Context: an optimization exercise on an open-source flow, tuned for small area, a short achievable clock period and few clock cycles. The choices shown serve that exercise and are no tape-out recipe. No run shown here included a check of the RTL's function; only the layout flow was run. Power figures rest on the tool's default switching activity, not on a simulated workload.

## design/flow/flow/run.sh

```bash
#!/bin/bash
bash standard.sh SETUP_SLACK_MARGIN=7 \
  "BUFFER_PORTS_ARGS=-buffer_cell sky130_fd_sc_hd__buf_1" \
  "CTS_ARGS=-sink_clustering_enable -repair_clock_nets -buf_list sky130_fd_sc_hd__clkbuf_16 -sink_clustering_size 30 -sink_clustering_max_diameter 150 -dont_use_dummy_load" \
  finish > standard.log 2>&1
```

## design/flow/design.v

```verilog
module matrix_mult (
    input         clk,
    input  [71:0] A,
    input  [71:0] B,
    input  [2:0]  row,    
    input  [2:0]  col,    
    output [7:0]  c
);
    wire [7:0] a0 = ({8{row[0]}} & A[0*8+:8]) | ({8{row[1]}} & A[3*8+:8]) | ({8{row[2]}} & A[6*8+:8]);
    wire [7:0] a1 = ({8{row[0]}} & A[1*8+:8]) | ({8{row[1]}} & A[4*8+:8]) | ({8{row[2]}} & A[7*8+:8]);
    wire [7:0] a2 = ({8{row[0]}} & A[2*8+:8]) | ({8{row[1]}} & A[5*8+:8]) | ({8{row[2]}} & A[8*8+:8]);
    wire [7:0] b0 = ({8{col[0]}} & B[0*8+:8]) | ({8{col[1]}} & B[1*8+:8]) | ({8{col[2]}} & B[2*8+:8]);
    wire [7:0] b1 = ({8{col[0]}} & B[3*8+:8]) | ({8{col[1]}} & B[4*8+:8]) | ({8{col[2]}} & B[5*8+:8]);
    wire [7:0] b2 = ({8{col[0]}} & B[6*8+:8]) | ({8{col[1]}} & B[7*8+:8]) | ({8{col[2]}} & B[8*8+:8]);
    wire s1 = (a0[0] & b0[6]) ^ (a0[1] & b0[5]) ^ (a0[2] & b0[4]);
    wire k2 = ((a0[0] & b0[6]) & (a0[1] & b0[5])) | ((a0[0] & b0[6]) & (a0[2] & b0[4])) | ((a0[1] & b0[5]) & (a0[2] & b0[4]));
    wire s3 = (a0[0] & b0[7]) ^ (a0[1] & b0[6]) ^ (a0[2] & b0[5]);
    wire s4 = (a0[3] & b0[4]) ^ (a0[4] & b0[3]) ^ (a0[5] & b0[2]);
    wire s5 = (a0[6] & b0[1]) ^ (a0[7] & b0[0]) ^ (a1[0] & b1[7]);
    wire s6 = (a0[0] & b0[4]) ^ (a0[1] & b0[3]) ^ (a0[2] & b0[2]);
    wire k7 = ((a0[0] & b0[4]) & (a0[1] & b0[3])) | ((a0[0] & b0[4]) & (a0[2] & b0[2])) | ((a0[1] & b0[3]) & (a0[2] & b0[2]));
    wire s8 = (a0[0] & b0[5]) ^ (a0[1] & b0[4]) ^ (a0[2] & b0[3]);
    wire k9 = ((a0[0] & b0[5]) & (a0[1] & b0[4])) | ((a0[0] & b0[5]) & (a0[2] & b0[3])) | ((a0[1] & b0[4]) & (a0[2] & b0[3]));
    wire s10 = (a0[3] & b0[2]) ^ (a0[4] & b0[1]) ^ (a0[5] & b0[0]);
    wire k11 = ((a0[3] & b0[2]) & (a0[4] & b0[1])) | ((a0[3] & b0[2]) & (a0[5] & b0[0])) | ((a0[4] & b0[1]) & (a0[5] & b0[0]));
    wire s12 = (a1[0] & b1[5]) ^ (a1[1] & b1[4]) ^ (a1[2] & b1[3]);
    wire k13 = ((a1[0] & b1[5]) & (a1[1] & b1[4])) | ((a1[0] & b1[5]) & (a1[2] & b1[3])) | ((a1[1] & b1[4]) & (a1[2] & b1[3]));
    wire s14 = (a0[3] & b0[3]) ^ (a0[4] & b0[2]) ^ (a0[5] & b0[1]);
    wire k15 = ((a0[3] & b0[3]) & (a0[4] & b0[2])) | ((a0[3] & b0[3]) & (a0[5] & b0[1])) | ((a0[4] & b0[2]) & (a0[5] & b0[1]));
    wire s16 = (a0[6] & b0[0]) ^ (a1[0] & b1[6]) ^ (a1[1] & b1[5]);
    wire k17 = ((a0[6] & b0[0]) & (a1[0] & b1[6])) | ((a0[6] & b0[0]) & (a1[1] & b1[5])) | ((a1[0] & b1[6]) & (a1[1] & b1[5]));
    wire s18 = (a1[2] & b1[4]) ^ (a1[3] & b1[3]) ^ (a1[4] & b1[2]);
    wire k19 = ((a1[2] & b1[4]) & (a1[3] & b1[3])) | ((a1[2] & b1[4]) & (a1[4] & b1[2])) | ((a1[3] & b1[3]) & (a1[4] & b1[2]));
    wire s20 = (a1[5] & b1[1]) ^ (a1[6] & b1[0]) ^ (a2[0] & b2[6]);
    wire k21 = ((a1[5] & b1[1]) & (a1[6] & b1[0])) | ((a1[5] & b1[1]) & (a2[0] & b2[6])) | ((a1[6] & b1[0]) & (a2[0] & b2[6]));
    wire s22 = (a2[1] & b2[5]) ^ (a2[2] & b2[4]);
    wire k23 = (a2[1] & b2[5]) & (a2[2] & b2[4]);
    wire s24 = k2 ^ (a1[1] & b1[6]) ^ (a1[2] & b1[5]);
    wire s25 = (a1[3] & b1[4]) ^ (a1[4] & b1[3]) ^ (a1[5] & b1[2]);
    wire s26 = (a1[6] & b1[1]) ^ (a1[7] & b1[0]) ^ (a2[0] & b2[7]);
    wire s27 = (a2[1] & b2[6]) ^ (a2[2] & b2[5]) ^ (a2[3] & b2[4]);
    wire s28 = (a2[4] & b2[3]) ^ (a2[5] & b2[2]) ^ (a2[6] & b2[1]);
    wire s29 = (a2[7] & b2[0]) ^ s3;
    wire s30 = (a0[0] & b0[3]) ^ (a0[1] & b0[2]) ^ (a0[2] & b0[1]);
    wire k31 = ((a0[0] & b0[3]) & (a0[1] & b0[2])) | ((a0[0] & b0[3]) & (a0[2] & b0[1])) | ((a0[1] & b0[2]) & (a0[2] & b0[1]));
    wire s32 = (a0[3] & b0[0]) ^ (a1[0] & b1[3]);
    wire k33 = (a0[3] & b0[0]) & (a1[0] & b1[3]);
    wire s34 = (a0[3] & b0[1]) ^ (a0[4] & b0[0]) ^ (a1[0] & b1[4]);
    wire k35 = ((a0[3] & b0[1]) & (a0[4] & b0[0])) | ((a0[3] & b0[1]) & (a1[0] & b1[4])) | ((a0[4] & b0[0]) & (a1[0] & b1[4]));
    wire s36 = (a1[1] & b1[3]) ^ (a1[2] & b1[2]) ^ (a1[3] & b1[1]);
    wire k37 = ((a1[1] & b1[3]) & (a1[2] & b1[2])) | ((a1[1] & b1[3]) & (a1[3] & b1[1])) | ((a1[2] & b1[2]) & (a1[3] & b1[1]));
    wire s38 = (a1[4] & b1[0]) ^ (a2[0] & b2[4]) ^ (a2[1] & b2[3]);
    wire k39 = ((a1[4] & b1[0]) & (a2[0] & b2[4])) | ((a1[4] & b1[0]) & (a2[1] & b2[3])) | ((a2[0] & b2[4]) & (a2[1] & b2[3]));
    wire s40 = k7 ^ (a1[3] & b1[2]) ^ (a1[4] & b1[1]);
    wire k41 = (k7 & (a1[3] & b1[2])) | (k7 & (a1[4] & b1[1])) | ((a1[3] & b1[2]) & (a1[4] & b1[1]));
    wire s42 = (a1[5] & b1[0]) ^ (a2[0] & b2[5]) ^ (a2[1] & b2[4]);
    wire k43 = ((a1[5] & b1[0]) & (a2[0] & b2[5])) | ((a1[5] & b1[0]) & (a2[1] & b2[4])) | ((a2[0] & b2[5]) & (a2[1] & b2[4]));
    wire s44 = (a2[2] & b2[3]) ^ (a2[3] & b2[2]) ^ (a2[4] & b2[1]);
    wire k45 = ((a2[2] & b2[3]) & (a2[3] & b2[2])) | ((a2[2] & b2[3]) & (a2[4] & b2[1])) | ((a2[3] & b2[2]) & (a2[4] & b2[1]));
    wire s46 = (a2[5] & b2[0]) ^ s8;
    wire k47 = (a2[5] & b2[0]) & s8;
    wire s48 = k9 ^ k11 ^ k13;
    wire k49 = (k9 & k11) | (k9 & k13) | (k11 & k13);
    wire s50 = (a2[3] & b2[3]) ^ (a2[4] & b2[2]) ^ (a2[5] & b2[1]);
    wire k51 = ((a2[3] & b2[3]) & (a2[4] & b2[2])) | ((a2[3] & b2[3]) & (a2[5] & b2[1])) | ((a2[4] & b2[2]) & (a2[5] & b2[1]));
    wire s52 = (a2[6] & b2[0]) ^ s1 ^ s14;
    wire k53 = ((a2[6] & b2[0]) & s1) | ((a2[6] & b2[0]) & s14) | (s1 & s14);
    wire s54 = s16 ^ s18 ^ s20;
    wire k55 = (s16 & s18) | (s16 & s20) | (s18 & s20);
    wire s56 = k15 ^ k17 ^ k19;
    wire s57 = k21 ^ k23 ^ s4;
    wire s58 = s5 ^ s24 ^ s25;
    wire s59 = s26 ^ s27 ^ s28;
    wire s60 = (a0[0] & b0[2]) ^ (a0[1] & b0[1]) ^ (a0[2] & b0[0]);
    wire k61 = ((a0[0] & b0[2]) & (a0[1] & b0[1])) | ((a0[0] & b0[2]) & (a0[2] & b0[0])) | ((a0[1] & b0[1]) & (a0[2] & b0[0]));
    wire s62 = (a1[0] & b1[2]) ^ (a1[1] & b1[1]);
    wire k63 = (a1[0] & b1[2]) & (a1[1] & b1[1]);
    wire s64 = (a1[1] & b1[2]) ^ (a1[2] & b1[1]) ^ (a1[3] & b1[0]);
    wire k65 = ((a1[1] & b1[2]) & (a1[2] & b1[1])) | ((a1[1] & b1[2]) & (a1[3] & b1[0])) | ((a1[2] & b1[1]) & (a1[3] & b1[0]));
    wire s66 = (a2[0] & b2[3]) ^ (a2[1] & b2[2]) ^ (a2[2] & b2[1]);
    wire k67 = ((a2[0] & b2[3]) & (a2[1] & b2[2])) | ((a2[0] & b2[3]) & (a2[2] & b2[1])) | ((a2[1] & b2[2]) & (a2[2] & b2[1]));
    wire s68 = (a2[3] & b2[0]) ^ s30;
    wire k69 = (a2[3] & b2[0]) & s30;
    wire s70 = k31 ^ k33 ^ (a2[2] & b2[2]);
    wire k71 = (k31 & k33) | (k31 & (a2[2] & b2[2])) | (k33 & (a2[2] & b2[2]));
    wire s72 = (a2[3] & b2[1]) ^ (a2[4] & b2[0]) ^ s6;
    wire k73 = ((a2[3] & b2[1]) & (a2[4] & b2[0])) | ((a2[3] & b2[1]) & s6) | ((a2[4] & b2[0]) & s6);
    wire s74 = s34 ^ s36 ^ s38;
    wire k75 = (s34 & s36) | (s34 & s38) | (s36 & s38);
    wire s76 = k35 ^ k37 ^ k39;
    wire k77 = (k35 & k37) | (k35 & k39) | (k37 & k39);
    wire s78 = s10 ^ s12 ^ s40;
    wire k79 = (s10 & s12) | (s10 & s40) | (s12 & s40);
    wire s80 = s42 ^ s44 ^ s46;
    wire k81 = (s42 & s44) | (s42 & s46) | (s44 & s46);
    wire s82 = k41 ^ k43 ^ k45;
    wire k83 = (k41 & k43) | (k41 & k45) | (k43 & k45);
    wire s84 = k47 ^ s22 ^ s48;
    wire k85 = (k47 & s22) | (k47 & s48) | (s22 & s48);
    wire s86 = s50 ^ s52 ^ s54;
    wire k87 = (s50 & s52) | (s50 & s54) | (s52 & s54);
    wire s88 = k49 ^ k51 ^ k53;
    wire s89 = k55 ^ s29 ^ s56;
    wire s90 = s57 ^ s58 ^ s59;
    reg p0_0;
    reg p0_1;
    reg p0_2;
    reg p1_0;
    reg p1_1;
    reg p1_2;
    reg p1_3;
    reg p1_4;
    reg p1_5;
    reg p2_0;
    reg p2_1;
    reg p2_2;
    reg p2_3;
    reg p2_4;
    reg p2_5;
    reg p3_0;
    reg p3_1;
    reg p3_2;
    reg p3_3;
    reg p3_4;
    reg p3_5;
    reg p4_0;
    reg p4_1;
    reg p4_2;
    reg p4_3;
    reg p4_4;
    reg p4_5;
    reg p5_0;
    reg p5_1;
    reg p5_2;
    reg p5_3;
    reg p5_4;
    reg p5_5;
    reg p6_0;
    reg p6_1;
    reg p6_2;
    reg p6_3;
    reg p6_4;
    reg p6_5;
    reg p7_0;
    reg p7_1;
    reg p7_2;
    reg p7_3;
    reg p7_4;
    reg p7_5;
    always @(posedge clk) begin
        p0_0 <= (a0[0] & b0[0]);
        p0_1 <= (a1[0] & b1[0]);
        p0_2 <= (a2[0] & b2[0]);
        p1_0 <= (a0[0] & b0[1]);
        p1_1 <= (a0[1] & b0[0]);
        p1_2 <= (a1[0] & b1[1]);
        p1_3 <= (a1[1] & b1[0]);
        p1_4 <= (a2[0] & b2[1]);
        p1_5 <= (a2[1] & b2[0]);
        p2_0 <= (a1[2] & b1[0]);
        p2_1 <= (a2[0] & b2[2]);
        p2_2 <= (a2[1] & b2[1]);
        p2_3 <= (a2[2] & b2[0]);
        p2_4 <= s60;
        p2_5 <= s62;
        p3_0 <= k61;
        p3_1 <= k63;
        p3_2 <= s32;
        p3_3 <= s64;
        p3_4 <= s66;
        p3_5 <= s68;
        p4_0 <= k65;
        p4_1 <= k67;
        p4_2 <= k69;
        p4_3 <= s70;
        p4_4 <= s72;
        p4_5 <= s74;
        p5_0 <= k71;
        p5_1 <= k73;
        p5_2 <= k75;
        p5_3 <= s76;
        p5_4 <= s78;
        p5_5 <= s80;
        p6_0 <= k77;
        p6_1 <= k79;
        p6_2 <= k81;
        p6_3 <= s82;
        p6_4 <= s84;
        p6_5 <= s86;
        p7_0 <= k83;
        p7_1 <= k85;
        p7_2 <= k87;
        p7_3 <= s88;
        p7_4 <= s89;
        p7_5 <= s90;
    end
    wire s91 = p1_0 ^ p1_1 ^ p1_2;
    wire k92 = (p1_0 & p1_1) | (p1_0 & p1_2) | (p1_1 & p1_2);
    wire s93 = p2_0 ^ p2_1 ^ p2_2;
    wire k94 = (p2_0 & p2_1) | (p2_0 & p2_2) | (p2_1 & p2_2);
    wire s95 = p2_3 ^ p2_4;
    wire k96 = p2_3 & p2_4;
    wire s97 = p3_0 ^ p3_1 ^ p3_2;
    wire k98 = (p3_0 & p3_1) | (p3_0 & p3_2) | (p3_1 & p3_2);
    wire s99 = p3_3 ^ p3_4 ^ p3_5;
    wire k100 = (p3_3 & p3_4) | (p3_3 & p3_5) | (p3_4 & p3_5);
    wire s101 = p4_0 ^ p4_1 ^ p4_2;
    wire k102 = (p4_0 & p4_1) | (p4_0 & p4_2) | (p4_1 & p4_2);
    wire s103 = p4_3 ^ p4_4 ^ p4_5;
    wire k104 = (p4_3 & p4_4) | (p4_3 & p4_5) | (p4_4 & p4_5);
    wire s105 = p5_0 ^ p5_1 ^ p5_2;
    wire k106 = (p5_0 & p5_1) | (p5_0 & p5_2) | (p5_1 & p5_2);
    wire s107 = p5_3 ^ p5_4 ^ p5_5;
    wire k108 = (p5_3 & p5_4) | (p5_3 & p5_5) | (p5_4 & p5_5);
    wire s109 = p6_0 ^ p6_1 ^ p6_2;
    wire k110 = (p6_0 & p6_1) | (p6_0 & p6_2) | (p6_1 & p6_2);
    wire s111 = p6_3 ^ p6_4 ^ p6_5;
    wire k112 = (p6_3 & p6_4) | (p6_3 & p6_5) | (p6_4 & p6_5);
    wire s113 = p7_0 ^ p7_1 ^ p7_2;
    wire s114 = p7_3 ^ p7_4 ^ p7_5;
    wire s115 = p1_3 ^ p1_4;
    wire k116 = p1_3 & p1_4;
    wire s117 = k92 ^ p2_5 ^ s93;
    wire k118 = (k92 & p2_5) | (k92 & s93) | (p2_5 & s93);
    wire s119 = k94 ^ k96 ^ s97;
    wire k120 = (k94 & k96) | (k94 & s97) | (k96 & s97);
    wire s121 = k98 ^ k100 ^ s101;
    wire k122 = (k98 & k100) | (k98 & s101) | (k100 & s101);
    wire s123 = k102 ^ k104 ^ s105;
    wire k124 = (k102 & k104) | (k102 & s105) | (k104 & s105);
    wire s125 = k106 ^ k108 ^ s109;
    wire k126 = (k106 & k108) | (k106 & s109) | (k108 & s109);
    wire s127 = k110 ^ k112 ^ s113;
    wire s128 = p0_0 ^ p0_1;
    wire k129 = p0_0 & p0_1;
    wire s130 = p1_5 ^ s91 ^ s115;
    wire k131 = (p1_5 & s91) | (p1_5 & s115) | (s91 & s115);
    wire s132 = k116 ^ s95 ^ s117;
    wire k133 = (k116 & s95) | (k116 & s117) | (s95 & s117);
    wire s134 = k118 ^ s99 ^ s119;
    wire k135 = (k118 & s99) | (k118 & s119) | (s99 & s119);
    wire s136 = k120 ^ s103 ^ s121;
    wire k137 = (k120 & s103) | (k120 & s121) | (s103 & s121);
    wire s138 = k122 ^ s107 ^ s123;
    wire k139 = (k122 & s107) | (k122 & s123) | (s107 & s123);
    wire s140 = k124 ^ s111 ^ s125;
    wire k141 = (k124 & s111) | (k124 & s125) | (s111 & s125);
    wire s142 = k126 ^ s114 ^ s127;
    wire [7:0] x = {k141, k139, k137, k135, k133, k131, k129, p0_2};
    wire [7:0] y = {s142, s140, s138, s136, s134, s132, s130, s128};
    assign c = x + y;
endmodule
module top(
    input clk,              
    input rst,              
    input cyc,              
    input stb,              
    input we,               
    input [3:0] wb_sel,     
    input [31:0] adr,       
    input [31:0] dat_mosi,  
    output [31:0] dat_miso,  
    output reg ack,             
    output reg err              
);
reg [71:0] A, B;
reg [7:0] rdata;
reg [2:0] tgt_row, tgt_col;    
reg [4:0] tgt_adr;             
reg [4:0] tag;                 
reg fresh;                     
reg wv;                        
reg [4:0] wa;
reg [7:0] wd;
reg rst_q;
assign dat_miso = {24'b0, rdata};
wire req      = cyc & stb;
wire adr_hi0  = ~|adr[31:5];
wire [4:0] a5 = adr[4:0];
wire in_ab    = adr_hi0 & (a5 < 5'd18);
wire in_c     = adr_hi0 & (a5 >= 5'd18) & (a5 < 5'd27);
wire wr       = req & we & wb_sel[0];
wire rd       = req & ~we;
wire wr_ab    = wr & in_ab;
wire rd_c     = rd & in_c;
wire [2:0] tag_row = (tag < 5'd21) ? 3'b001 : (tag < 5'd24) ? 3'b010 : 3'b100;
wire [2:0] tag_col = (tag == 5'd18 || tag == 5'd21 || tag == 5'd24) ? 3'b001 :
                     (tag == 5'd19 || tag == 5'd22 || tag == 5'd25) ? 3'b010 : 3'b100;
wire rd_c_lo  = rd & (a5 >= 5'd18) & (a5 < 5'd27);
reg [2:0] r_row, r_col;
always @(*) begin
    case (a5)
        5'd18: begin r_row = 3'b001; r_col = 3'b001; end
        5'd19: begin r_row = 3'b001; r_col = 3'b010; end
        5'd20: begin r_row = 3'b001; r_col = 3'b100; end
        5'd21: begin r_row = 3'b010; r_col = 3'b001; end
        5'd22: begin r_row = 3'b010; r_col = 3'b010; end
        5'd23: begin r_row = 3'b010; r_col = 3'b100; end
        5'd24: begin r_row = 3'b100; r_col = 3'b001; end
        5'd25: begin r_row = 3'b100; r_col = 3'b010; end
        default: begin r_row = 3'b100; r_col = 3'b100; end
    endcase
end
wire [2:0] n_col = {tgt_col[1:0], tgt_col[2]};
wire [2:0] n_row = tgt_col[2] ? {tgt_row[1:0], tgt_row[2]} : tgt_row;
wire [4:0] n_adr = (tgt_adr == 5'd26) ? 5'd18 : tgt_adr + 5'd1;
function touches;
    input [4:0] x;
    input [2:0] row, col;
    begin
        if (x < 5'd9)
            touches = (x < 5'd3) ? row[0] : (x < 5'd6) ? row[1] : row[2];
        else if (x == 5'd9 || x == 5'd12 || x == 5'd15)
            touches = col[0];
        else if (x == 5'd10 || x == 5'd13 || x == 5'd16)
            touches = col[1];
        else
            touches = col[2];
    end
endfunction
wire hit = (a5 == tag) & fresh & ~(wv & touches(wa, tag_row, tag_col));
wire [7:0] c;
matrix_mult mm_inst(.clk(clk), .A(A), .B(B), .row(tgt_row), .col(tgt_col), .c(c));
always @(posedge clk or posedge rst) begin
    if (rst) begin
        ack <= 1'b0;
        err <= 1'b0;
        tgt_row <= 3'b000;
        tgt_col <= 3'b000;
        tgt_adr <= 5'd0;
        tag <= 5'd0;
        fresh <= 1'b0;
        wv <= 1'b0;
    end else begin
        ack <= wr_ab | (rd_c & hit);
        err <= (wr & ~in_ab) | (rd & ~in_c);
        tag <= tgt_adr;
        fresh <= ~((wv & touches(wa, tgt_row, tgt_col)) | rst_q);
        wv <= wr_ab;
        if (wr) begin
            tgt_row <= 3'b001;
            tgt_col <= (a5 == 5'd17) ? 3'b010 : 3'b001;
            tgt_adr <= (a5 == 5'd17) ? 5'd19 : 5'd18;
        end else if (rd_c_lo) begin
            tgt_row <= hit ? n_row : r_row;
            tgt_col <= hit ? n_col : r_col;
            tgt_adr <= hit ? n_adr : a5;
        end
    end
end
always @(posedge clk or posedge rst) begin
    if (rst)
        rst_q <= 1'b1;
    else
        rst_q <= 1'b0;
end
always @(posedge clk) begin
    wa <= a5;
    wd <= dat_mosi[7:0];
end
always @(posedge clk)
    rdata <= c;
wire [7:0] sdata = rst_q ? 8'b0 : wd;
integer e;
always @(posedge clk) begin
    for (e = 0; e < 9; e = e + 1) begin
        if (rst_q | (wv & (wa == e)))     A[e*8+:8] <= sdata;
        if (rst_q | (wv & (wa == e + 9))) B[e*8+:8] <= sdata;
    end
end
endmodule
```

## design/flow/standard.sh

```bash
#!/bin/bash
# synth_recipe.tcl (not shown) runs the flow's synth.tcl, then flattens the netlist and writes it again
# the make line also repeats each setting of config.mk as NAME=value (left out here)
make -C /OpenROAD-flow-scripts/flow DESIGN_CONFIG=/design/flow/config.mk WORK_HOME=/design/flow/orfs CLKGATE_MAP_FILE= SYNTH_SCRIPT=/design/flow/synth_recipe.tcl "${@:-finish}"
```

## design/flow/constraint.sdc

```tcl
create_clock -name core_clock -period 10.0 [get_ports {clk}]
set_input_delay 2.0000 -clock core_clock [delete_from_list [all_inputs] [get_ports {clk}]]
set_output_delay 2.0000 -clock core_clock [all_outputs]
set_load 0.01 [all_outputs]
```

## design/flow/config.mk

```make
export PLATFORM = sky130hd
export DESIGN_NAME = top
export DESIGN_NICKNAME = top
export VERILOG_FILES = /design/flow/design.v
export SDC_FILE = /design/flow/constraint.sdc
export NUM_CORES = 4
export LEC_CHECK = 0
export CAP_MARGIN = 20
export CORE_MARGIN = 2
export CORE_UTILIZATION = 40
export SLEW_MARGIN = 20
```

==> results.cfg, run 1 <==
[status]
outcome = finished clean

[drt]
wire_per_inst_um = 18.5
dr_wl_met3_um = 1420
highest_layer = met4
wl_met2_um = 11700
ant_nets = 0
vias = 6802
routed_via_density = 5.22
drt_iter0_drc = 629
m1WireLength_um = 10500
drcViolationCount = 0
dr.pass1.iters = 5
wirelength_um = 24100

[min_path]
hp-class = flop to flop
min_path_cells = 1
whs_endpoint = rdata[0]
hold_path.startpoint = mm_inst.p0_2

[clock_network]
cts_tree = yes
cts_inserted_buffers = 11
cts_buffer_depth = 3
clk_pin_slew_ns = 0.11
cts-hold-fix-buffers = 0
clk_latency_ns = 0.47
htree_levels = 1
cts_root_buf = clkbuf_16
cts.sinks = 231

[worst_setup_path]
slowest_stage = nor4_2
r2r-start = tgt_col[0]
critical_path_class = input pin to flop
slowest_delay_ns = 0.33
cp.required_ns = 10.33
cp_top_family = simple AND/OR/NAND/NOR gates
rr_worst_depth = 11
r2r_end = mm_inst.p7_4
cp.arrival_ns = 3.72
rrSetupSlack_ns = 6.85
worst-path-buf-inv = 3
path_cells = buf_12 > xor2_2 > nor4_2 > nand3_2 > a311oi_4 > buf_4 > a21oi_4 > buf_6 > nand4_1 > a41oi_2
crit_path_max_fanout = 5
start_kind = input pin
cp-end-kind = flop

[floorplanning]
die_x_um = 169
dieArea_um2 = 28400
coreArea_um2 = 26800
num_io_pins = 107
start_util = 0.405
row_count = 60
die_h_um = 169

[synth]
yosys_register_bits = 231
synth_top_area_frac = 0.399
syn_area_um2 = 10800
synth-async-reset-ratio = 0.0909
yosysTopAreaCell = edfxtp_1
netlist_instances = 834
synth.distinct_cells = 67
yosysWarnings = 2
synth_edf_count = 144
ys_top_cells_by_area = edfxtp_1 (40%), dfxtp_1 (12%), fa_1 (10%), dfrtp_1 (4.6%), a222oi_1 (4.4%)
seq_area_frac_synth = 0.569
synth_flop_cell = edfxtp_1
avgSynthCellArea_um2 = 13.0

[grt]
grt_pass1_wl_um = 37700
grt_pass1_vias = 6634
antenna_found_initial = 0
grt_start_max_net_pins = 32
grt_usage = 0.172
overflow = 0

[sta]
fmax_mhz = 295
finalCritPeriodShare = 0.339
finalSetupTns_ns = 0
holdWs_ns = 0.464
maxSlewViolCount = 0
rsz0062_at_grt = yes
slew_headroom = 0.297
tightest_slew_ns = 1.05
skew_ns = 0.0146
hold_viol = 0
setup_violations = 0
fin_crit_ns = 3.39

[power]
p_seq_frac = 0.363
p_per_area_nw_per_um2 = 276
vdd_drop_max_mv = 0.147
pwr-share-comb = 0.499
p_int_mw = 2.24
power_leakage_nw = 4.81
clkPwrFrac = 0.137
p_switching_mw = 1.23
p_sw_frac = 0.354

[finish]
fin_util = 0.468
instances_no_fill = 1303
multi_input_area_um2 = 4370
nFillCells = 2402
final-seq-area_um2 = 6180
stdcell_area_um2 = 12500
final_nets = 1113
drive_gt1_frac = 0.211
antennaDiodeCount = 0
area_growth_pct = 15.7

[place]
placed_cells = 1218
port_buffers = 55
gp_congestion = 0.837
placed_cell_area_um2 = 11400
hpwl_um = 16000

[job]
cap_violations = 0
==> Yosys cell counts, drive strengths merged, types with 5 or more instances <==
| cell | instances |
|---|---|
| nor3 | 5 |
| a222oi | 48 |
| nand2b | 6 |
| nand3 | 8 |
| ha | 22 |
| nand4 | 5 |
| or2 | 26 |
| o211ai | 5 |
| buf | 40 |
| dfxtp | 66 |
| inv | 56 |
| nor2 | 101 |
| dfrtp | 20 |
| o21bai | 8 |
| mux2i | 8 |
| nor2b | 13 |
| nand2 | 17 |
| edfxtp | 144 |
| clkbuf | 23 |
| nor4 | 8 |
| a21o | 7 |
| o21ai | 19 |
| xor2 | 12 |
| a31o | 8 |
| fa | 54 |
| a21oi | 16 |
| xnor2 | 41 |
==> cell usage in the layout, fill, tap and decap left out, types with 6 or more instances in the layout <==
cell       instances
buf_6              9
nor4_1             7
nor2_1            97
o21ai_0           15
edfxtp_1         144
xnor2_1           41
conb_1            25
inv_1             51
nand2_1           17
a21oi_2            6
dfxtp_1           65
ha_1              20
fa_1              50
a222oi_1          48
a21oi_1            7
nor2b_1           11
xor2_1            11
nand2b_1           6
nand3_1            6
dfrtp_1           17
buf_1             50
a31o_2             8
or2_2             26
mux2i_1            7
buf_4             85
o21bai_1           7
a21o_1             7
clkbuf_16         11
==> state kept, by name (all words and copies together), names as in the netlist, 3 cells and up <==
| name | cells |
|---|---|
| wd | 8 |
| tag | 5 |
| tgt_col | 3 |
| tgt_adr | 5 |
| rdata | 8 |
| B | 72 |
| A | 72 |
| tgt_row | 3 |
| wa | 5 |
==> through the flow <==
stage / power (mW) / setup WS, ns
2_1_floorplan: 2.42 / 6.38
3_3_place_gp: 2.74 / 5.77
3_5_place_dp: 2.78 / 5.77
6_report: 3.47 / 6.61
4_1_cts: 3.41 / 6.66
5_1_grt: 3.76 / 6.53
==> area by class of cell <==
cell class                 count  area share
tap                          341      0.0340
inverter                      56      0.0168
sequential                   231       0.493
multi-input combinational    509       0.349
clock buffer                  11      0.0219
timing repair buffer         155      0.0859
==> layer usage <==
| layer | track usage | up-vias |
|---|---|---|
| met2 | 0.292 | 246 |
| met5 | 0 | - |
| met3 | 0.0166 | 20 |
| met1 | 0.239 | 3350 |
| met4 | 0.0431 | 0 |
| li1 | - | 3186 |
==> kinds of logic after synthesis <==
family	Yosys count	share of synthesized area
other cells	1	0.000346
fa+ha+maj	76	0.125
simple gates	206	0.0931
flops	231	0.569
buf+inv	119	0.0525
compound gates	137	0.106
xor+xnor	53	0.0428
mux	11	0.0105
==> repair_timing <==
action                                  in CTS  in global routing
pin swaps                                   43                 38
buffers inserted                            57                 16
endpoints found under the setup margin      33                 22
gates resized for setup                     43                 30
cloned                                       1                  0
==> power groups by stage <==
stage / registers [mW] / clock network [mW] / logic, mW
floorplan: 1.26 / 0 / 1.15
global placement: 1.29 / 0 / 1.46
detailed placement: 1.29 / 0 / 1.49
CTS: 1.26 / 0.489 / 1.66
global route: 1.28 / 0.523 / 1.96
finish: 1.26 / 0.476 / 1.73
==> how the worst max path moves through the flow <==
| stage | depth (start not counted) | start | slack [ns] | endpoint |
|---|---|---|---|---|
| 2_1_floorplan | 8 | adr[1] | 6.38 | tgt_adr[0] |
| 3_3_place_gp | 8 | adr[1] | 5.77 | tgt_row[1] |
| 3_5_place_dp | 8 | adr[1] | 5.77 | tgt_row[1] |
| 4_1_cts | 8 | adr[4] | 6.66 | tgt_adr[0] |
| 5_1_grt | 10 | adr[4] | 6.53 | ack |
| 6_report | 10 | adr[4] | 6.61 | tgt_col[0] |
==> run 2, diff against run 1 <==
==> design/flow/flow/run.sh (replaced) <==
#!/bin/bash
bash standard.sh SETUP_SLACK_MARGIN=7 \
  "BUFFER_PORTS_ARGS=-buffer_cell sky130_fd_sc_hd__buf_1" \
  "CTS_ARGS=-sink_clustering_enable -repair_clock_nets -buf_list sky130_fd_sc_hd__clkbuf_16 -sink_clustering_size 24 -sink_clustering_max_diameter 120 -dont_use_dummy_load" \
  finish > standard.log 2>&1
==> results.cfg, run 2 <==
[place]
hpwl_um = 16000
gp_congestion = 0.837
placed_cell_area_um2 = 11400
port_buffers = 55

[sta]
tightest_slew_ns = 1.19
finalCritPeriodShare = 0.337
setup_violations = 0
slew_headroom = 0.207
rsz0062_at_grt = yes
finalSetupTns_ns = 0
skew_ns = 0.0162
hold_viol = 0
fmax_mhz = 297
fin_crit_ns = 3.37
maxSlewViolCount = 0

[floorplanning]
start_util = 0.405
num_io_pins = 107
die_h_um = 169
coreArea_um2 = 26800
row_count = 60
dieArea_um2 = 28400
die_x_um = 169

[grt]
antenna_found_initial = 0
overflow = 0
grt_pass1_vias = 6763
grt_usage = 0.174
grt_pass1_wl_um = 38300
grt_start_max_net_pins = 32

[drt]
vias = 6804
ant_nets = 0
drt_iter0_drc = 646
routed_via_density = 5.19
wirelength_um = 24300
drcViolationCount = 0
dr.pass1.iters = 6
wire_per_inst_um = 18.6

[synth]
synth_edf_count = 144
synth_top_family_by_area = adder cells
synth_top_area_frac = 0.399
syn_area_um2 = 10800
ys_top_cells_by_area = edfxtp_1 (40%), dfxtp_1 (12%), fa_1 (10%), dfrtp_1 (4.6%), a222oi_1 (4.4%)
yosys-mux-area-fraction = 0.0105
yosysTopAreaCell = edfxtp_1
seq_area_frac_synth = 0.569
synth-async-reset-ratio = 0.0909
yosys_register_bits = 231
yosysWarnings = 2
synth.distinct_cells = 67
synth_compound_area_frac = 0.106
synth_flop_cell = edfxtp_1
synthSimpleGateAreaFrac = 0.0931
post-synth-top-count-cell = edfxtp_1
synth_fa_ha_area_frac = 0.125
avgSynthCellArea_um2 = 13.0
synth_xor_area_frac = 0.0428
yosys-top-cells-count = edfxtp_1 (144), nor2_1 (101), dfxtp_1 (66)
netlist_instances = 834

[status]
outcome = finished clean

[clock_network]
cts-hold-fix-buffers = 0
htree_levels = 1
cts_root_buf = clkbuf_16
cts_buffer_depth = 3
cts_inserted_buffers = 13
cts_tree = yes
cts.sinks = 231
clk_latency_ns = 0.47
clk_pin_slew_ns = 0.09

[finish]
drive_gt1_frac = 0.216
area_growth_pct = 16.6
fin_util = 0.472
stdcell_area_um2 = 12600
layout_commonest_cell = edfxtp_1
antennaDiodeCount = 0
final_nets = 1120
top_regs = A x72, B x72
final_cell_mix = edfxtp_1 (144), nor2_1 (96), buf_4 (90), dfxtp_1 (65), inv_1 (52)

[power]
p_per_area_nw_per_um2 = 279
power_leakage_nw = 4.87
vdd_drop_max_mv = 0.147
power.total_mw = 3.52

[worst_setup_path]
crit_path_max_fanout = 7
critical_path_class = input pin to flop
cp-end-kind = flop
cp.required_ns = 10.34
cp.arrival_ns = 3.71
start_kind = input pin

[job]
cap_violations = 0

[min_path]
hp-class = flop to flop
## run 2: cell counts after synthesis
Identical to the previous run, type by type.
## run 2: worst paths after layout
| check | startpoint | end | slack, ns | cells past startpoint |
|---|---|---|---|---|
| setup / recovery | adr[4] | tgt_row[0] | 6.63 | 9 |
| hold / removal | mm_inst.p0_2 | rdata[0] | 0.45 | 1 |
| setup reg to reg | tgt_col[0] | mm_inst.p6_4 | 6.84 | 13 |
| hold reg to reg | mm_inst.p0_2 | rdata[0] | 0.45 | 1 |
| max in group asynchronous | rst | tgt_col[0] | 7.73 | 2 |
| min in group asynchronous | rst | tgt_adr[4] | 1.66 | 2 |
## run 2: critical path: stages
cell	delay (ns)
buf_12	0.10
xor2_1	0.16
nor4_2	0.34
nand3_2	0.17
a311oi_4	0.29
a21oi_4	0.13
buf_4	0.17
o31ai_4	0.22
a22oi_2	0.11
## run 2: power by group
group	internal (mW)	switching (mW)
sequential	1.19	0.0681
combinational	0.857	0.887
clock	0.234	0.285
total	2.28	1.24
## run 2: area by class of cell
type / count / area [um2]
clock buffers: 13 / 325
fillers: 2375 / 14200
inverters: 56 / 210
multi-input cells: 509 / 4370
flip-flops and latches: 231 / 6180
well taps: 341 / 427
repair buffers: 160 / 1130
## run 2: metrics by stage
stage	hold WS [ns]	setup slack [ns]	std cells
CTS	0.459	6.66	1298
finish	0.454	6.63	1310
global placement	0.436	5.77	1215
global route	0.480	6.57	1310
floorplan	0.352	6.38	858
detailed placement	0.434	5.77	1218
## run 2: metal layers
metal	global-route usage	wire length (um)
met1	0.241	10600
met2	0.296	11800
met3	0.0196	1410
met4	0.0427	535
met5	0	0
## run 2: cell families (layout without fill, tap and decap cells)
| logic type | after synthesis | count (layout) |
|---|---|---|
| flops | 231 | 231 |
| simple gates | 206 | 206 |
| compound gates | 137 | 138 |
| buf+inv | 119 | 229 |
| fa+ha+maj | 76 | 76 |
| xor+xnor | 53 | 53 |
| mux | 11 | 11 |
| other cells | 1 | 25 |
## run 2: repair_timing
| action | in CTS | in global routing |
|---|---|---|
| pin swaps | 57 | 34 |
| cloned | 1 | 0 |
| resized for setup | 49 | 27 |
| setup buffers | 66 | 12 |
| endpoints found under the setup margin | 33 | 23 |
==> run 3, diff against run 2 <==
--- a/design/flow/design.v
+++ b/design/flow/design.v
@@ -267,7 +267,7 @@
 reg [7:0] rdata;
 reg [2:0] tgt_row, tgt_col;    
-reg [4:0] tgt_adr;             
 reg [4:0] tag;                 
 reg fresh;                     
+reg missed;                    
 reg wv;                        
 reg [4:0] wa;
@@ -278,14 +278,12 @@
 wire adr_hi0  = ~|adr[31:5];
 wire [4:0] a5 = adr[4:0];
-wire in_ab    = adr_hi0 & (a5 < 5'd18);
-wire in_c     = adr_hi0 & (a5 >= 5'd18) & (a5 < 5'd27);
+wire lo_ab    = a5 < 5'd18;
+wire lo_c     = (a5 >= 5'd18) & (a5 < 5'd27);
+wire in_ab    = adr_hi0 & lo_ab;
+wire in_c     = adr_hi0 & lo_c;
 wire wr       = req & we & wb_sel[0];
 wire rd       = req & ~we;
 wire wr_ab    = wr & in_ab;
 wire rd_c     = rd & in_c;
-wire [2:0] tag_row = (tag < 5'd21) ? 3'b001 : (tag < 5'd24) ? 3'b010 : 3'b100;
-wire [2:0] tag_col = (tag == 5'd18 || tag == 5'd21 || tag == 5'd24) ? 3'b001 :
-                     (tag == 5'd19 || tag == 5'd22 || tag == 5'd25) ? 3'b010 : 3'b100;
-wire rd_c_lo  = rd & (a5 >= 5'd18) & (a5 < 5'd27);
 reg [2:0] r_row, r_col;
 always @(*) begin
@@ -302,7 +300,24 @@
     endcase
 end
-wire [2:0] n_col = {tgt_col[1:0], tgt_col[2]};
-wire [2:0] n_row = tgt_col[2] ? {tgt_row[1:0], tgt_row[2]} : tgt_row;
-wire [4:0] n_adr = (tgt_adr == 5'd26) ? 5'd18 : tgt_adr + 5'd1;
+wire [2:0] nn_col = {r_col[0], r_col[2:1]};
+wire [2:0] nn_row = r_col[0] ? r_row : {r_row[1:0], r_row[2]};
+reg [4:0] tgt_adr;
+always @(*) begin
+    case ({tgt_row, tgt_col})
+        6'b001_001: tgt_adr = 5'd18;
+        6'b001_010: tgt_adr = 5'd19;
+        6'b001_100: tgt_adr = 5'd20;
+        6'b010_001: tgt_adr = 5'd21;
+        6'b010_010: tgt_adr = 5'd22;
+        6'b010_100: tgt_adr = 5'd23;
+        6'b100_001: tgt_adr = 5'd24;
+        6'b100_010: tgt_adr = 5'd25;
+        6'b100_100: tgt_adr = 5'd26;
+        default:    tgt_adr = 5'd0;
+    endcase
+end
+wire [2:0] tag_row = (tag < 5'd21) ? 3'b001 : (tag < 5'd24) ? 3'b010 : 3'b100;
+wire [2:0] tag_col = (tag == 5'd18 || tag == 5'd21 || tag == 5'd24) ? 3'b001 :
+                     (tag == 5'd19 || tag == 5'd22 || tag == 5'd25) ? 3'b010 : 3'b100;
 function touches;
     input [4:0] x;
@@ -328,7 +343,7 @@
         tgt_row <= 3'b000;
         tgt_col <= 3'b000;
-        tgt_adr <= 5'd0;
         tag <= 5'd0;
         fresh <= 1'b0;
+        missed <= 1'b0;
         wv <= 1'b0;
     end else begin
@@ -337,13 +352,12 @@
         tag <= tgt_adr;
         fresh <= ~((wv & touches(wa, tgt_row, tgt_col)) | rst_q);
+        missed <= rd_c & ~hit;
         wv <= wr_ab;
         if (wr) begin
             tgt_row <= 3'b001;
             tgt_col <= (a5 == 5'd17) ? 3'b010 : 3'b001;
-            tgt_adr <= (a5 == 5'd17) ? 5'd19 : 5'd18;
-        end else if (rd_c_lo) begin
-            tgt_row <= hit ? n_row : r_row;
-            tgt_col <= hit ? n_col : r_col;
-            tgt_adr <= hit ? n_adr : a5;
+        end else if (rd & lo_c) begin
+            tgt_row <= missed ? r_row : nn_row;
+            tgt_col <= missed ? r_col : nn_col;
         end
     end
==> design/flow/flow/run.sh (replaced) <==
#!/bin/bash
bash standard.sh SETUP_SLACK_MARGIN=7 \
  "BUFFER_PORTS_ARGS=-buffer_cell sky130_fd_sc_hd__buf_1" \
  "CTS_ARGS=-sink_clustering_enable -repair_clock_nets -buf_list sky130_fd_sc_hd__clkbuf_16 -sink_clustering_size 30 -sink_clustering_max_diameter 150 -dont_use_dummy_load" \
  finish > standard.log 2>&1
==> results.cfg, run 3 <==
[place]
place_ws_ns = 5.94
placed_cell_area_um2 = 11400
hpwl_um = 15900
port_buffers = 55
gp_congestion = 0.823

[clock_network]
htree_levels = 1
clk_latency_ns = 0.47
cts_root_buf = clkbuf_16
cts_inserted_buffers = 11
clk_pin_slew_ns = 0.11
cts_tree = yes
cts_buffer_depth = 3
cts.sinks = 227

[worst_setup_path]
slowest_delay_ns = 0.56
critical_path_class = flop to flop
cp.arrival_ns = 3.40
crit_path_max_fanout = 9
cp.required_ns = 10.36
cp-end-kind = flop
path_cells = buf_12 > buf_6 > a222oi_1 > nor2_1 > fa_1 > fa_1 > fa_2
start_kind = flop
slowest_stage = fa_1
cp_common_cell = fa_1

[finish]
layout_commonest_cell = edfxtp_1
drive_gt1_frac = 0.185
final_cell_mix = edfxtp_1 (144), nor2_1 (104), buf_4 (78), dfxtp_1 (63), inv_1 (52)
antennaDiodeCount = 0
stdcell_area_um2 = 12200
area_growth_pct = 15.4
top_regs = A x72, B x72
final_nets = 1105

[sta]
setup_slack_ns = 6.95
tightest_slew_ns = 1.12
setup_violations = 0
fmax_mhz = 328
holdWs_ns = 0.462
slew_headroom = 0.252
fin_crit_ns = 3.05
hold_viol = 0
maxSlewViolCount = 0
skew_ns = 0.0415
finalCritPeriodShare = 0.305
finalSetupTns_ns = 0
rsz0062_at_grt = yes

[synth]
netlist_instances = 834
synth.distinct_cells = 61
ys_top_cells_by_area = edfxtp_1 (41%), dfxtp_1 (12%), fa_1 (10%), a222oi_1 (4.5%), dfrtp_1 (3.8%)
post-synth-top-count-cell = edfxtp_1
yosys-top-cells-count = edfxtp_1 (144), nor2_1 (104), dfxtp_1 (66)
seq_area_frac_synth = 0.572
yosys_register_bits = 227
yosysWarnings = 2
yosysTopAreaCell = edfxtp_1
synth_edf_count = 144
synth_flop_cell = edfxtp_1
synth-async-reset-ratio = 0.0749
synth_top_area_frac = 0.407
syn_area_um2 = 10600
avgSynthCellArea_um2 = 12.7

[drt]
wirelength_um = 24000
drt_iter0_drc = 643
routed_via_density = 5.21
vias = 6728
wire_per_inst_um = 18.6
drcViolationCount = 0
ant_nets = 0
dr.pass1.iters = 7

[power]
power_leakage_nw = 4.65
vdd_drop_max_mv = 0.242
p_per_area_nw_per_um2 = 237

[grt]
grt_usage = 0.169
grt_pass1_wl_um = 36700
grt_start_max_net_pins = 36
overflow = 0
grt_pass1_vias = 6745
antenna_found_initial = 0

[floorplanning]
coreArea_um2 = 26100
start_util = 0.407
dieArea_um2 = 27900
die_h_um = 167
row_count = 59
num_io_pins = 107
die_x_um = 167

[min_path]
hp-class = flop to flop

[status]
outcome = finished clean

[job]
cap_violations = 0
[run 3: timing repair]
action                                  CTS  global route
gates resized for setup                  29            23
pin swaps                                33            32
hold buffers                              0             0
setup buffers                            37            11
endpoints found under the setup margin   22            14
gates cloned                              0             2
[run 3: final cells by class]
class / count / area, um2
fillers: 2353 / 13800
well taps: 335 / 419
repair buffers: 142 / 982
multi-input cells: 521 / 4260
clock buffers: 11 / 275
inverters: 55 / 231
flip-flops and latches: 227 / 6080
[run 3: metrics by stage]
stage | power [mW] | util | std cells
final | 2.90 | 0.470 | 1291
after global routing | 3.11 | 0.470 | 1291
after CTS | 2.87 | 0.462 | 1278
after detailed placement | 2.28 | 0.436 | 1230
after global placement | 2.26 | 0.436 | 1230
after floorplan | 2.01 | - | 858
[run 3: path summary, 6_finish.rpt]
| path | slack (ns) | endpoint | cells past startpoint | start |
|---|---|---|---|---|
| min in group asynchronous | 1.58 | tgt_row[1] | 2 | rst |
| max in group asynchronous | 7.96 | tgt_row[0] | 2 | rst |
| min reg2reg | 0.46 | rdata[0] | 1 | mm_inst.p0_2 |
| min | 0.46 | rdata[0] | 1 | mm_inst.p0_2 |
| max reg2reg | 6.95 | mm_inst.p6_5 | 7 | tgt_row[0] |
| max | 6.95 | mm_inst.p6_5 | 7 | tgt_row[0] |
[run 3: power by group]
| part | switching, mW | leakage, nW | internal (mW) |
|---|---|---|---|
| Combinational | 0.638 | 2.36 | 0.596 |
| Clock | 0.270 | 0.136 | 0.200 |
| Sequential | 0.0545 | 2.16 | 1.14 |
[run 3: worst max-delay path: cells and delay by family (launching register included)]
kind            cells  cell delay (ns)
compound gates      1             0.55
simple gates        1             0.15
buf+inv             2             0.29
flops               1             0.44
fa+ha+maj           3             1.49
[run 3: kinds of logic after synthesis]
kind of cell	synth area share
simple gates	0.104
flops	0.572
compound gates	0.0940
buf+inv	0.0508
fa+ha+maj	0.125
xor+xnor	0.0492
mux	0.00389
other cells	0.000353
[run 3: per-layer routing]
metal | global-route usage | routed length, um | vias up
met3 | 0.0245 | 1370 | 32
met4 | 0.0401 | 510 | 0
met5 | 0 | 0 | -
met1 | 0.222 | 10100 | 3337
met2 | 0.295 | 12000 | 215
li1 | - | - | 3144

separate check: timing with driven ports:
No port has a modelled driver above. Below, the same layouts with a new extraction and two added sets of constraints.
Step 1, drivers: a clkbuf_16 drives clk and a buf_2 each remaining input, both assumed.
Step 2, shift: input delay + t, output delay - t, t = (earliest + latest rising clock arrival at the registers) / 2. This alone moves slack from input paths to output paths.
Three values: no drivers, after step 1, after step 2; two values: the first two.
run | t (ns) | slack for setup (ns) | latest minus earliest clock arrival (ns) | slew at the worst register clock pin (ns)
run 1 | 0.508 | 6.613 / 6.611 / 6.103 | 0.021 / 0.021 | 0.11 / 0.11
run 2 | 0.512 | 6.635 / 6.632 / 6.121 | 0.019 / 0.019 | 0.09 / 0.09
run 3 | 0.505 | 6.954 / 6.954 / 6.618 | 0.042 / 0.042 | 0.11 / 0.11
After both steps every run listed still meets setup and hold. The setup slack of run 2, which loses most, moves by -0.003 ns with the drivers and by -0.514 ns with both steps.
